Background: an optimization exercise with open tools, aiming at small area, a short achievable clock period and few clock cycles per item. Do not read the settings as production practice.
Function was checked by simulation only, so behaviour that the tests miss may differ from the original.
Power and IR drop assume default switching activity.

==> flow/design.v <==
module JAM (
input CLK,
input RST,
output reg [2:0] W,
output reg [2:0] J,
input [6:0] Cost,
output reg [3:0] MatchCount,
output reg [9:0] MinCost,
output reg Valid );
integer k, m;
reg        rst_q;
reg        iv, iv_d1;
reg [5:0]  wa_d1;
reg [6:0]  T [0:63];
reg [3:0]  rows_done;
always @(posedge CLK) begin
	rst_q <= RST;
	if (RST) begin
		W <= 3'd0;
		J <= 3'd0;
		iv <= 1'b1;
		iv_d1 <= 1'b0;
	end
	else begin
		iv_d1 <= iv;
		wa_d1 <= {W, J};
		if (iv) begin
			if ({W, J} == 6'd63)
				iv <= 1'b0;
			else
				{W, J} <= {W, J} + 6'd1;
		end
	end
end
always @(posedge CLK) begin
	if (iv_d1)
		T[wa_d1] <= Cost;
end
always @(posedge CLK) begin
	if (rst_q)
		rows_done <= 4'd0;
	else if (iv_d1 && wa_d1[2:0] == 3'd7)
		rows_done <= rows_done + 4'd1;
end
localparam H_WAIT = 3'd0, H_S2 = 3'd1, H_S3 = 3'd2, H_E = 3'd3,
           H_ELIM = 3'd4, H_DFS = 3'd5, H_DONE = 3'd6;
reg [2:0]  hs;
reg [2:0]  ph;                  
reg [10:0] nv [0:7];            
reg [9:0]  minv [0:7];
reg [3:0]  way [0:7];           
reg [2:0]  p [0:7];             
reg [7:0]  matched;
reg [7:0]  used;                
reg [9:0]  total;
reg [6:0]  Trow [0:7];
reg [11:0] Kr;
reg [6:0]  tjr;
reg [3:0]  j0_r;
reg        s2_first;
reg        s2_e;
reg [2:0]  s2_erow;
reg [7:0]  epend;               
reg        busy;
reg [2:0]  aug_j;
reg [7:0]  E [0:7];
reg [7:0]  AR, AC;
reg [2:0]  dl;
reg [2:0]  ch [0:7];
reg        rs;
reg [3:0]  cnt;
reg [11:0] val [0:7];
reg [9:0]  v10 [0:7];
always @* begin
	for (k = 0; k < 8; k = k + 1) begin
		val[k] = {5'd0, Trow[k]} + {2'd0, nv[k][9:0]} + Kr - {5'd0, tjr};
		v10[k] = (val[k][11:10] != 2'd0) ? 10'h3ff : val[k][9:0];
	end
end
reg [7:0]  win;
reg [63:0] le;
reg [9:0]  Dn, nvsel;
reg [11:0] Kn;
reg [2:0]  i0n, j1n;
reg        mj;
always @* begin
	for (k = 0; k < 8; k = k + 1)
		for (m = k + 1; m < 8; m = m + 1)
			le[k*8+m] = (minv[k] <= minv[m]);
	for (k = 0; k < 8; k = k + 1) begin
		win[k] = !used[k];
		for (m = 0; m < 8; m = m + 1) begin
			if (m < k && !used[m] && le[m*8+k]) win[k] = 1'b0;
			if (m > k && !used[m] && !le[k*8+m]) win[k] = 1'b0;
		end
	end
	Dn = 10'd0;
	nvsel = 10'd0;
	i0n = 3'd0;
	j1n = 3'd0;
	mj = 1'b0;
	for (k = 0; k < 8; k = k + 1) begin
		Dn = Dn | ({10{win[k]}} & minv[k]);
		nvsel = nvsel | ({10{win[k]}} & nv[k][9:0]);
		i0n = i0n | ({3{win[k]}} & p[k]);
		j1n = j1n | ({3{win[k]}} & k[2:0]);
		mj = mj | (win[k] & matched[k]);
	end
	Kn = {2'd0, Dn} - {2'd0, nvsel};
end
wire [3:0] ph1 = {1'b0, ph} + 4'd1;
wire       s3_go      = (hs == H_S3) && !busy;
wire       s3_next    = s3_go && mj;                      
wire       s3_end     = s3_go && !mj;                     
wire       first_wait = (hs == H_WAIT) && (rows_done > {1'b0, ph});
wire       first_next = s3_end && (ph != 3'd7) && (rows_done > ph1);
reg  [2:0] ecnt;
always @* begin
	ecnt = 3'd0;
	for (k = 7; k >= 0; k = k - 1)
		if (epend[k]) ecnt = k;
end
reg [2:0]  s1_row;
always @* begin
	if (hs == H_E)
		s1_row = p[ecnt];
	else if (hs == H_S3)
		s1_row = mj ? i0n : (ph == 3'd7) ? 3'd7 : ph1[2:0];
	else
		s1_row = ph;
end
reg [6:0]  Trow_c [0:7];
reg [6:0]  tj_c;
always @* begin
	for (k = 0; k < 8; k = k + 1)
		Trow_c[k] = T[s1_row*8+k];
	tj_c = 7'd0;
	if (hs == H_E)
		tj_c = Trow_c[ecnt];
	else if (hs == H_S3) begin
		for (k = 0; k < 8; k = k + 1)
			tj_c = tj_c | ({7{win[k] & mj}} & Trow_c[k]);
	end
end
always @(posedge CLK) begin
	for (k = 0; k < 8; k = k + 1)
		Trow[k] <= Trow_c[k];
	tjr <= tj_c;
	if (hs == H_E)
		Kr <= 12'd0 - {1'b0, nv[ecnt]};
	else if (hs == H_S3 && mj)
		Kr <= Kn;
	else if (hs == H_S3 && ph == 3'd7)
		Kr <= 12'd0 - {2'd0, Dn};
	else
		Kr <= 12'd0;
	s2_erow <= s1_row;
end
reg [7:0]  ecol [0:7];
reg [7:0]  rdeg1, cdeg1, rm_r, rm_c;
reg [7:0]  umask, above, cand, rowsabove, rowsbelow;
reg [2:0]  candidx, nextrow, prevrow, firstrow;
reg        have_above, have_below;
function onehot8;
	input [7:0] x;
	begin
		onehot8 = (x != 8'd0) && ((x & (x - 8'd1)) == 8'd0);
	end
endfunction
always @* begin
	for (k = 0; k < 8; k = k + 1)
		for (m = 0; m < 8; m = m + 1)
			ecol[k][m] = E[m][k];
	for (k = 0; k < 8; k = k + 1) begin
		rdeg1[k] = AR[k] & onehot8(E[k] & AC);
		cdeg1[k] = AC[k] & onehot8(ecol[k] & AR);
	end
	for (k = 0; k < 8; k = k + 1) begin
		rm_r[k] = rdeg1[k] | (|(E[k] & cdeg1));
		rm_c[k] = cdeg1[k] | (|(ecol[k] & rdeg1));
	end
	umask = ~AC;
	for (k = 0; k < 8; k = k + 1)
		if (AR[k] && k < dl)
			umask = umask | (8'd1 << ch[k]);
	above = rs ? ~((8'd2 << ch[dl]) - 8'd1) : 8'hff;
	cand = E[dl] & ~umask & above;
	candidx = 3'd0;
	for (k = 7; k >= 0; k = k - 1)
		if (cand[k]) candidx = k;
	rowsabove = AR & ~((8'd2 << dl) - 8'd1);
	rowsbelow = AR & ((8'd1 << dl) - 8'd1);
	have_above = |rowsabove;
	have_below = |rowsbelow;
	nextrow = 3'd0;
	for (k = 7; k >= 0; k = k - 1)
		if (rowsabove[k]) nextrow = k;
	prevrow = 3'd0;
	for (k = 0; k < 8; k = k + 1)
		if (rowsbelow[k]) prevrow = k;
	firstrow = 3'd0;
	for (k = 7; k >= 0; k = k - 1)
		if (AR[k]) firstrow = k;
end
wire elim_stable = ((rm_r & AR) == 8'd0) && ((rm_c & AC) == 8'd0);
wire done_now = (hs == H_ELIM && !s2_e && (AR & ~rm_r) == 8'd0) ||
                (hs == H_DFS && cand == 8'd0 && !have_below);
wire       aug_go  = busy || (s3_end && ph != 3'd7);
wire [2:0] aug_cur = busy ? aug_j : j1n;
always @(posedge CLK) begin
	if (rst_q) begin
		hs <= H_WAIT;
		ph <= 3'd0;
		for (k = 0; k < 8; k = k + 1) begin
			nv[k] <= 11'd0;
			way[k] <= 4'b1000;
		end
		matched <= 8'd0;
		used <= 8'd0;
		total <= 10'd0;
		busy <= 1'b0;
		s2_e <= 1'b0;
	end
	else begin
		if (aug_go) begin
			matched[aug_cur] <= 1'b1;
			if (way[aug_cur][3]) begin
				p[aug_cur] <= busy ? ph - 3'd1 : ph;
				busy <= 1'b0;
				for (k = 0; k < 8; k = k + 1)
					way[k] <= 4'b1000;
			end
			else begin
				p[aug_cur] <= p[way[aug_cur][2:0]];
				aug_j <= way[aug_cur][2:0];
				busy <= 1'b1;
			end
		end
		if (hs == H_S2) begin
			for (k = 0; k < 8; k = k + 1) begin
				if (s2_first)
					minv[k] <= v10[k];
				else if (!used[k] && v10[k] < minv[k]) begin
					minv[k] <= v10[k];
					way[k] <= j0_r;
				end
			end
			hs <= H_S3;
		end
		if (s2_e) begin
			for (k = 0; k < 8; k = k + 1)
				E[s2_erow][k] <= (val[k] == 12'd0);
		end
		s2_e <= 1'b0;
		if (first_wait || first_next) begin
			j0_r <= 4'b1000;
			s2_first <= 1'b1;
			hs <= H_S2;
		end
		if (s3_next) begin
			used <= used | win;
			nv[j1n] <= 11'd0 - Kn[10:0];
			j0_r <= {1'b0, j1n};
			s2_first <= 1'b0;
			hs <= H_S2;
		end
		if (s3_end) begin
			for (k = 0; k < 8; k = k + 1)
				if (used[k])
					nv[k] <= nv[k] + {1'b0, Dn};
			total <= total + Dn;
			used <= 8'd0;
			ph <= ph + 3'd1;
			if (ph == 3'd7) begin
				hs <= H_E;
				epend <= matched;
				s2_e <= 1'b1;
			end
			else if (!first_next)
				hs <= H_WAIT;
		end
		if (hs == H_E) begin
			s2_e <= 1'b1;
			epend[ecnt] <= 1'b0;
			if ((epend & (epend - 8'd1)) == 8'd0) begin
				hs <= H_ELIM;
				AR <= 8'hff;
				AC <= 8'hff;
			end
		end
		if (hs == H_ELIM && !s2_e) begin
			if ((AR & ~rm_r) == 8'd0)
				hs <= H_DONE;
			else if (!elim_stable) begin
				AR <= AR & ~rm_r;
				AC <= AC & ~rm_c;
			end
			else begin
				hs <= H_DFS;
				dl <= firstrow;
				rs <= 1'b0;
				cnt <= 4'd0;
			end
		end
		if (hs == H_DFS) begin
			if (cand != 8'd0) begin
				ch[dl] <= candidx;
				if (have_above) begin
					dl <= nextrow;
					rs <= 1'b0;
				end
				else begin
					cnt <= cnt + 4'd1;
					rs <= 1'b1;
				end
			end
			else if (have_below) begin
				dl <= prevrow;
				rs <= 1'b1;
			end
			else
				hs <= H_DONE;
		end
	end
end
always @(posedge CLK) begin
	if (RST || rst_q)
		Valid <= 1'b0;
	else if (done_now)
		Valid <= 1'b1;
end
always @(posedge CLK) begin
	if (done_now) begin
		MinCost <= total;
		MatchCount <= (hs == H_ELIM) ? 4'd1 : cnt;
	end
end
endmodule
==> flow/run.sh <==
#!/bin/bash
# synth_recipe.tcl (not shown) runs the flow's synth.tcl, then flattens the netlist and writes it again
# the make line also repeats each setting of config.mk as NAME=value (left out here)
make -C /OpenROAD-flow-scripts/flow DESIGN_CONFIG=/design/flow/config.mk WORK_HOME=/design/flow/orfs CLKGATE_MAP_FILE= SYNTH_SCRIPT=/design/flow/synth_recipe.tcl finish
==> flow/config.mk <==
export PLATFORM = sky130hd
export DESIGN_NAME = JAM
export DESIGN_NICKNAME = JAM
export VERILOG_FILES = /design/flow/design.v
export SDC_FILE = /design/flow/constraint.sdc
export NUM_CORES = 4
export LEC_CHECK = 0
export CAP_MARGIN = 20
export CORE_MARGIN = 2
export CORE_UTILIZATION = 55
export SETUP_SLACK_MARGIN = 5
export SLEW_MARGIN = 20
==> flow/constraint.sdc <==
create_clock -name core_clock -period 10.0 [get_ports {CLK}]
set_input_delay 2.0000 -clock core_clock [delete_from_list [all_inputs] [get_ports {CLK}]]
set_output_delay 2.0000 -clock core_clock [all_outputs]
set_load 0.01 [all_outputs]
==> flow_summary.toml, run 1 <==
[yosys]
synth_edf_count = 787
ys_top_cells_by_area = "edfxtp_1 (36%), ha_1 (12%), dfxtp_1 (4.9%), mux2i_1 (4.5%), fa_1 (3.7%)"
async_flop_share = 0
synth_commonest_cells = "edfxtp_1 (787), ha_1 (625), inv_1 (587)"
synth.largest_area_cell = "edfxtp_1"
yosysMostFrequentCell = "edfxtp_1"
ys_seq_area_frac = 0.407
netlist_area_um2 = 66000
syn_area_per_cell_um2 = 10.3
yosys.cell_types.count = 101
synth-seq-cells = 948
synth_cells = 6438
synth_top_area_share = 0.358
ys.flop_type = "edfxtp_1"
syn_nets = 7194
yosysWarningCount = 8

[placement]
dp.cells = 7934
placed_cell_area_um2 = 68900
dp_slack_ns = 2.01
post-dp-hpwl_um = 203000
gp_congestion = 1.09
portBuffers = 29

[final_layout]
fin_area_um2 = 85600
layoutNonFillerInstCount = 8838
drive_gt1_frac = 0.279
syn2layout_area_growth_pct = 29.7
nets = 7880

[worst_hold_path]
hp-class = "flop to flop"
hp-start = "iv"

[clocking]
clockBufferDepth = 3
cts.reportedPaths.clkPinSlew_ns = 0.06
clk_latency_ns = 0.77
htreeDepth = 3
numCtsBuffers = 104
cts_tree = "yes"
root_buffer = "clkbuf_16"
clkSinkCount = 948

[job]
max_cap_violations = 0

[pwr]
leakage_nw = 33.8
cellPowerDensity_nw_per_um2 = 270
ir_drop_v = 0.000469

[critical_path]
worst_ep_arrival_time_ns = 6.77
crit_fanout = 11
rr_worst_depth = 25
r2r_setup_slack_ns = 3.70
rr_endpoint = "nv[6][10]"
r2r_start = "minv[7][3]"
critPathLaunchType = "flop"
crit_start = "minv[7][3]"
endpoint = "nv[6][10]"
cp_data_required_time_ns = 10.47
path_class = "flop to flop"
end_kind = "flop"

[timing]
finalHoldViolations = 0
worst_slack_ns = 3.70
fin_tns_setup_ns = 0
setup_viol = 0
grt_setup_unrepaired = "true"
finalCriticalPeriod_ns = 6.30
timing.slew.headroom = 0.179
finalMaxSlewViolations = 0
timing.final.crit_share = 0.630
skew_ns = 0.0605
tightest_slew_ns = 1.23
fmax_mhz = 159
hold-worst-slack_ns = 0.449

[floorplanning]
initial_core_util = 0.553
die_x_um = 350
core-area_um2 = 119000
num_io_pins = 30
rows = 127
dieArea_um2 = 123000
dieHeight_um = 350

[global_route]
overflow = 0
grt_pass1_wl_um = 415000
grt_max_degree = 82
antenna_found_initial = 13
grt_use_total = 0.474
grt_pass1_vias = 57500

[drt]
ant_nets = 0
viasPerCell = 7.01
vias = 62000
drc = 0
drtPass1Iterations = 10
avgRoutedWirePerCell_um = 34.3
drt-initial-drc-count = 9923
routed_wirelength_um = 303000

[status]
outcome = "complete, no violations"
stage by stage:
stage / utilization / total power [W]
after floorplan: - / 0.0105
after global placement: 0.576 / 0.0138
after detailed placement: 0.576 / 0.0139
after CTS: 0.686 / 0.0209
after global routing: 0.717 / 0.0237
final: 0.717 / 0.0232
cell type report:
type	instances	area [um2]
inverter	591	2420
clock inverter	60	614
antenna	10	25.0
sequential	948	26900
timing repair inverter	5	82.6
tap	1612	2020
timing repair buffer	835	8490
fill	8538	33800
clock buffer	138	2870
multi-input combinational	4639	42200
worst min-delay path by stage:
stage                        to  slack, ns  cells after the start
after global routing      iv_d1       0.47                      2
after detailed placement  iv_d1       0.44                      2
after CTS                 iv_d1       0.44                      2
final                     iv_d1       0.45                      2
after floorplan           iv_d1       0.42                      2
after global placement    iv_d1       0.44                      2
sequential cells by signal (all words and copies together) (netlist names), 10 cells and up, named ones only:
name	flops
total	10
nv	88
ch	24
Trow	56
Kr	12
E	64
T	448
minv	80
way	32
MinCost	10
p	24
cell usage in the layout (no fill, tap or decap), types with 36 or more instances in the layout:
cell and count:
a211oi_1 50, a21o_1 137, a21oi_1 284, a21oi_2 69, a222oi_1 47, a22oi_1 77
and2_1 40, and3_1 53, buf_12 76, buf_4 565, buf_6 121, clkbuf_16 110
dfxtp_1 154, edfxtp_1 787, fa_1 113, ha_1 554, ha_4 58, inv_1 520
mux2_2 40, mux2i_1 141, mux2i_2 48, mux2i_4 106, mux4_2 51, nand2_1 506
nand2_2 36, nand2b_1 55, nand3_1 206, nand4_1 93, nor2_1 271, nor2b_1 36
nor3_1 79, o211ai_1 69, o21ai_0 114, o21ai_1 50, o21ai_2 47, o21bai_1 43
o22ai_1 65, xnor2_1 138, xor2_1 44
critical path, cell delays in order, from the launching register on:
cell and delay (ns):
edfxtp_1 0.43, clkinvlp_4 0.24, buf_6 0.17, buf_4 0.14, ha_1 0.31, nand2_2 0.11
nor3_1 0.09, a22oi_2 0.19, or4b_4 0.57, nor3_4 0.23, and2_4 0.27, buf_4 0.17
bufbuf_16 0.31, a22oi_1 0.11, nand3_1 0.11, a21oi_1 0.05, ha_1 0.35, a21o_1 0.21
a21o_1 0.19, a21o_1 0.16, a21o_1 0.21, xor2_4 0.18, or3_4 0.42, nor4_4 0.34
xnor2_4 0.25, o22ai_1 0.15
cells by family after synthesis:
logic type      count (synthesis)  synth area share
simple gates                 1725             0.128
fa+ha+maj                     759             0.157
buf+inv                       862            0.0505
xor+xnor                      205            0.0272
flops                         948             0.407
compound gates               1534             0.159
mux                           405            0.0722
report_power, final:
group          internal [W]  switching, W  total (W)
logic               0.00587       0.00853     0.0144
clock network       0.00222       0.00175    0.00398
registers           0.00457      0.000217    0.00479
per-layer routing:
metal	vias up	share of wire	track usage
met5	-	0.00046	0
met4	10	0.085	0.321
met3	1329	0.15	0.180
met2	5056	0.41	0.667
met1	30000	0.36	0.604
li1	25600	-	-
what timing repair did:
action                                  CTS  global route
cloned                                   36             7
hold buffers                              0             0
endpoints found under the setup margin  527           533
pin swaps                               264           209
buffers inserted                        474           178
gates resized for setup                 957           430
Testbench counts, summed over its fixed seeds: cycles 2,139, items 24.
==> run 2: changes to the inputs <==
--- a/flow/design.v
+++ b/flow/design.v
@@ -4,8 +4,8 @@
 output reg [2:0] W,
 output reg [2:0] J,
 input [6:0] Cost,
-output reg [3:0] MatchCount,
-output reg [9:0] MinCost,
+output [3:0] MatchCount,
+output [9:0] MinCost,
 output reg Valid );
 integer k, m;
 reg        rst_q;
@@ -13,28 +13,26 @@
 reg [5:0]  wa_d1;
 reg [6:0]  T [0:63];
 reg [3:0]  rows_done;
+wire       done_now;
 always @(posedge CLK) begin
 	rst_q <= RST;
+	iv_d1 <= iv;
+	wa_d1 <= {W, J};
 	if (RST) begin
-		W <= 3'd0;
-		J <= 3'd0;
+		{W, J} <= ({W, J} == 6'd0) ? 6'd1 : 6'd0;
 		iv <= 1'b1;
-		iv_d1 <= 1'b0;
 	end
-	else begin
-		iv_d1 <= iv;
-		wa_d1 <= {W, J};
-		if (iv) begin
-			if ({W, J} == 6'd63)
-				iv <= 1'b0;
-			else
-				{W, J} <= {W, J} + 6'd1;
-		end
+	else if (iv) begin
+		if ({W, J} == 6'd63)
+			iv <= 1'b0;
+		else
+			{W, J} <= {W, J} + 6'd1;
 	end
+	else if (done_now)
+		{W, J} <= 6'd0;
 end
 always @(posedge CLK) begin
-	if (iv_d1)
-		T[wa_d1] <= Cost;
+	T[wa_d1] <= Cost;
 end
 always @(posedge CLK) begin
 	if (rst_q)
@@ -203,8 +201,8 @@
 		if (AR[k]) firstrow = k;
 end
 wire elim_stable = ((rm_r & AR) == 8'd0) && ((rm_c & AC) == 8'd0);
-wire done_now = (hs == H_ELIM && !s2_e && (AR & ~rm_r) == 8'd0) ||
-                (hs == H_DFS && cand == 8'd0 && !have_below);
+assign done_now = (hs == H_ELIM && !s2_e && (AR & ~rm_r) == 8'd0) ||
+                  (hs == H_DFS && cand == 8'd0 && !have_below);
 wire       aug_go  = busy || (s3_end && ph != 3'd7);
 wire [2:0] aug_cur = busy ? aug_j : j1n;
 always @(posedge CLK) begin
@@ -289,8 +287,10 @@
 			end
 		end
 		if (hs == H_ELIM && !s2_e) begin
-			if ((AR & ~rm_r) == 8'd0)
+			if ((AR & ~rm_r) == 8'd0) begin
+				cnt <= 4'd1;
 				hs <= H_DONE;
+			end
 			else if (!elim_stable) begin
 				AR <= AR & ~rm_r;
 				AC <= AC & ~rm_c;
@@ -329,10 +329,6 @@
 	else if (done_now)
 		Valid <= 1'b1;
 end
-always @(posedge CLK) begin
-	if (done_now) begin
-		MinCost <= total;
-		MatchCount <= (hs == H_ELIM) ? 4'd1 : cnt;
-	end
-end
+assign MinCost = total;
+assign MatchCount = cnt;
 endmodule
--- a/flow/config.mk
+++ b/flow/config.mk
@@ -7,6 +7,7 @@
 export LEC_CHECK = 0
 export CAP_MARGIN = 20
 export CORE_MARGIN = 2
-export CORE_UTILIZATION = 55
+export CORE_UTILIZATION = 50
+export CTS_BUF_LIST = sky130_fd_sc_hd__clkbuf_4 sky130_fd_sc_hd__clkbuf_8
 export SETUP_SLACK_MARGIN = 5
 export SLEW_MARGIN = 20
==> flow_summary.toml, run 2 <==
[pwr]
leakage_nw = 33.0
p_clk_frac = 0.290
power_frac_seq = 0.353
internal_power_w = 0.00831
combinationalPowerShare = 0.357
p_total_w = 0.0129
swShare = 0.357
cellPowerDensity_nw_per_um2 = 158
ir_drop_v = 0.000175
switching_power_w = 0.00462

[yosys]
syn_nets = 6843
ys.flop_type = "edfxtp_1"
synth-compound-area-share = 0.167
yosysWarningCount = 8
synth_commonest_cells = "edfxtp_1 (773), ha_1 (626), inv_1 (601)"
synth.largest_area_cell = "edfxtp_1"
yosysMostFrequentCell = "edfxtp_1"
synth-xor-area-share = 0.0282
synth_edf_count = 773
syn_area_per_cell_um2 = 10.3
synth_cells = 6086
synth-seq-cells = 934
synth-simple-area-share = 0.124
ys_seq_area_frac = 0.421
netlist_area_um2 = 62800
async_flop_share = 0
synth_top_area_share = 0.369
synth_adder_area_share = 0.165
synth_mux_area_frac = 0.0416
ys_top_cells_by_area = "edfxtp_1 (37%), ha_1 (12%), dfxtp_1 (5.1%), fa_1 (3.9%), inv_1 (3.6%)"
synth_top_family_by_area = "compound AO/OA/AOI/OAI gates"
yosys.cell_types.count = 101

[critical_path]
path_class = "flop to flop"
endpoint = "nv[3][10]"
crit_start = "minv[4][8]"
cp_slowest_cell = "a222oi_1"
cpPeakStageDelay_ns = 1.05
crit_fanout = 5
critPathLaunchType = "flop"
rr_worst_depth = 29
crit_top_cell = "nor2_4"
rr_endpoint = "nv[3][10]"
end_kind = "flop"
r2r_setup_slack_ns = 3.33
worst_ep_arrival_time_ns = 7.32
cp_data_required_time_ns = 10.65
r2r_start = "minv[4][8]"

[final_layout]
seq_area_um2 = 26500
multi_input_area_um2 = 38800
layout_common_cells = "edfxtp_1 (773), buf_4 (574), ha_1 (546), nand2_1 (530), inv_1 (526)"
reg_top3 = "T x448, nv x88, minv x80"
nets = 7619
drive_gt1_frac = 0.287
fillerInstances = 9614
regMostFlops = "T"
largest_reg_flops = 448
layout_commonest_cell = "edfxtp_1"
syn2layout_area_growth_pct = 30.3

[placement]
portBuffers = 29
dp_slack_ns = 2.48
gp_congestion = 1.02
post-dp-hpwl_um = 178000

[global_route]
grt_max_degree = 65
antenna_found_initial = 17
grt_pass1_vias = 53500
grt_pass1_wl_um = 372000
grt_use_total = 0.401
overflow = 0

[clocking]
root_buffer = "clkbuf_8"
clockBufferDepth = 3
numCtsBuffers = 163
clk_latency_ns = 0.95
htreeDepth = 4
clkSinkCount = 934
cts.reportedPaths.clkPinSlew_ns = 0.06
cts_tree = "yes"

[floorplanning]
core-area_um2 = 125000
initial_core_util = 0.502
dieArea_um2 = 129000
die_x_um = 358
dieHeight_um = 358
rows = 130
num_io_pins = 30

[timing]
finalMaxSlewViolations = 0
finalCriticalPeriod_ns = 6.67
grt_setup_unrepaired = "true"
timing.slew.headroom = 0.0556
fmax_mhz = 150
hold-worst-slack_ns = 0.432
worst_slack_ns = 3.33
skew_ns = 0.0564
setup_viol = 0
finalHoldViolations = 0
tightest_slew_ns = 1.41
timing.final.crit_share = 0.667
fin_tns_setup_ns = 0

[drt]
routed_wirelength_um = 269000
drc = 0
drt-initial-drc-count = 7392
drtPass1Iterations = 7
viasPerCell = 6.56
avgRoutedWirePerCell_um = 31.1
ant_nets = 0
vias = 56800

[worst_hold_path]
hp-class = "flop to flop"

[status]
outcome = "complete, no violations"

[job]
max_cap_violations = 0
## run 2: cell types whose count changed after synthesis, moves of 16 or more
cell       before  now
o22ai_1       102   84
a21oi_1       370  354
mux2i_1       295  154
mux2_2         57   36
a221oi_1       43   69
o21ai_0       216  173
mux4_2         51   29
nand3_1       229  184
o211ai_1       69   45
and2_1         47   19
a2111oi_0      17   54
nor3_1        109   84
## run 2: worst max-delay path, delay by kind of cell (launching register included)
family | cells | cell delay, ns
buffers and inverters | 7 | 1.05
DFF | 1 | 0.42
xor gates and xnor gates | 2 | 0.27
AOI/OAI and AO/OA | 8 | 2.21
and+or+nand+nor | 9 | 1.43
adders and majority gates | 3 | 1.00
## run 2: timing repair
item	CTS	global route
hold buffers	0	0
buffers inserted	534	150
gates cloned	28	15
pin swaps	247	268
gates resized for setup	772	483
endpoints found under the setup margin	580	489
## run 2: worst min-delay path by stage
stage / slack (ns) / cells after the start / endpoint / start
global placement: 0.42 / 0 / iv_d1 / iv
floorplan: 0.38 / 0 / iv_d1 / iv
finish: 0.43 / 0 / iv_d1 / iv
global route: 0.44 / 0 / iv_d1 / iv
detailed placement: 0.42 / 0 / iv_d1 / iv
CTS: 0.43 / 0 / iv_d1 / iv
## run 2: power groups by stage
stage	Clock, W	Sequential, W	Combinational, W
after CTS	0.00377	0.00456	0.00394
after global placement	0	0.00464	0.00305
after floorplan	0	0.00454	0.00212
after detailed placement	0	0.00465	0.00307
after global routing	0.00394	0.00457	0.00487
final	0.00376	0.00456	0.00461
## run 2: final cells by class
| class | count | area share |
|---|---|---|
| Timing Repair Buffer | 850 | 0.105 |
| Tap cell | 1650 | 0.0252 |
| Multi-Input combinational cell | 4300 | 0.473 |
| Sequential cell | 934 | 0.323 |
| Clock inverter | 76 | 0.00784 |
| Antenna cell | 8 | 0.000244 |
| Timing Repair inverter | 5 | 0.000871 |
| Inverter | 608 | 0.0305 |
| Clock buffer | 225 | 0.0336 |
## run 2: cell families after synthesis
logic type | Yosys count
flops | 934
mux | 220
compound gates | 1499
fa+ha+maj | 755
simple gates | 1614
buf+inv | 862
xor+xnor | 202
## run 2: through the flow
stage / area (um2) / util / std cells
finish: 81900 / 0.655 / 8656
global route: 81900 / 0.655 / 8654
CTS: 77900 / 0.623 / 8483
detailed placement: 65600 / 0.524 / 7620
global placement: 65500 / 0.524 / 7619
floorplan: 63500 / - / 6086
## run 2: routing by layer
| layer | global-route usage | up-vias | wire, um |
|---|---|---|---|
| li1 | - | 24400 | - |
| met5 | 0 | - | 23 |
| met2 | 0.587 | 3753 | 113000 |
| met4 | 0.210 | 4 | 17600 |
| met3 | 0.116 | 880 | 34400 |
| met1 | 0.540 | 27700 | 104000 |
Testbench counts of run 2, summed over its fixed seeds: cycles 2,115, items 24.

[port drivers added, routing unchanged]
No port has a modelled driver above. Below, the same layouts with a new extraction and two added sets of constraints.
Step 1: set_driving_cell puts a clkbuf_16 on CLK and a buf_2 on each other input, an assumption about the parent block.
Step 2 also shifts input and output timing later by t, the mid clock arrival at the registers, as if the neighbouring blocks saw the same clock.
Three values: ideal, step 1, step 2; two values: the first two.
run	t (ns)	slack for setup (ns)	worst data-port slew with drivers (ns)	pins driven straight from the clock port
run 1	0.837	3.704 / 3.704 / 3.704	0.03	1
run 2	1.007	3.327 / 3.327 / 3.327	0.12	1
After both steps every run listed still meets setup and hold.
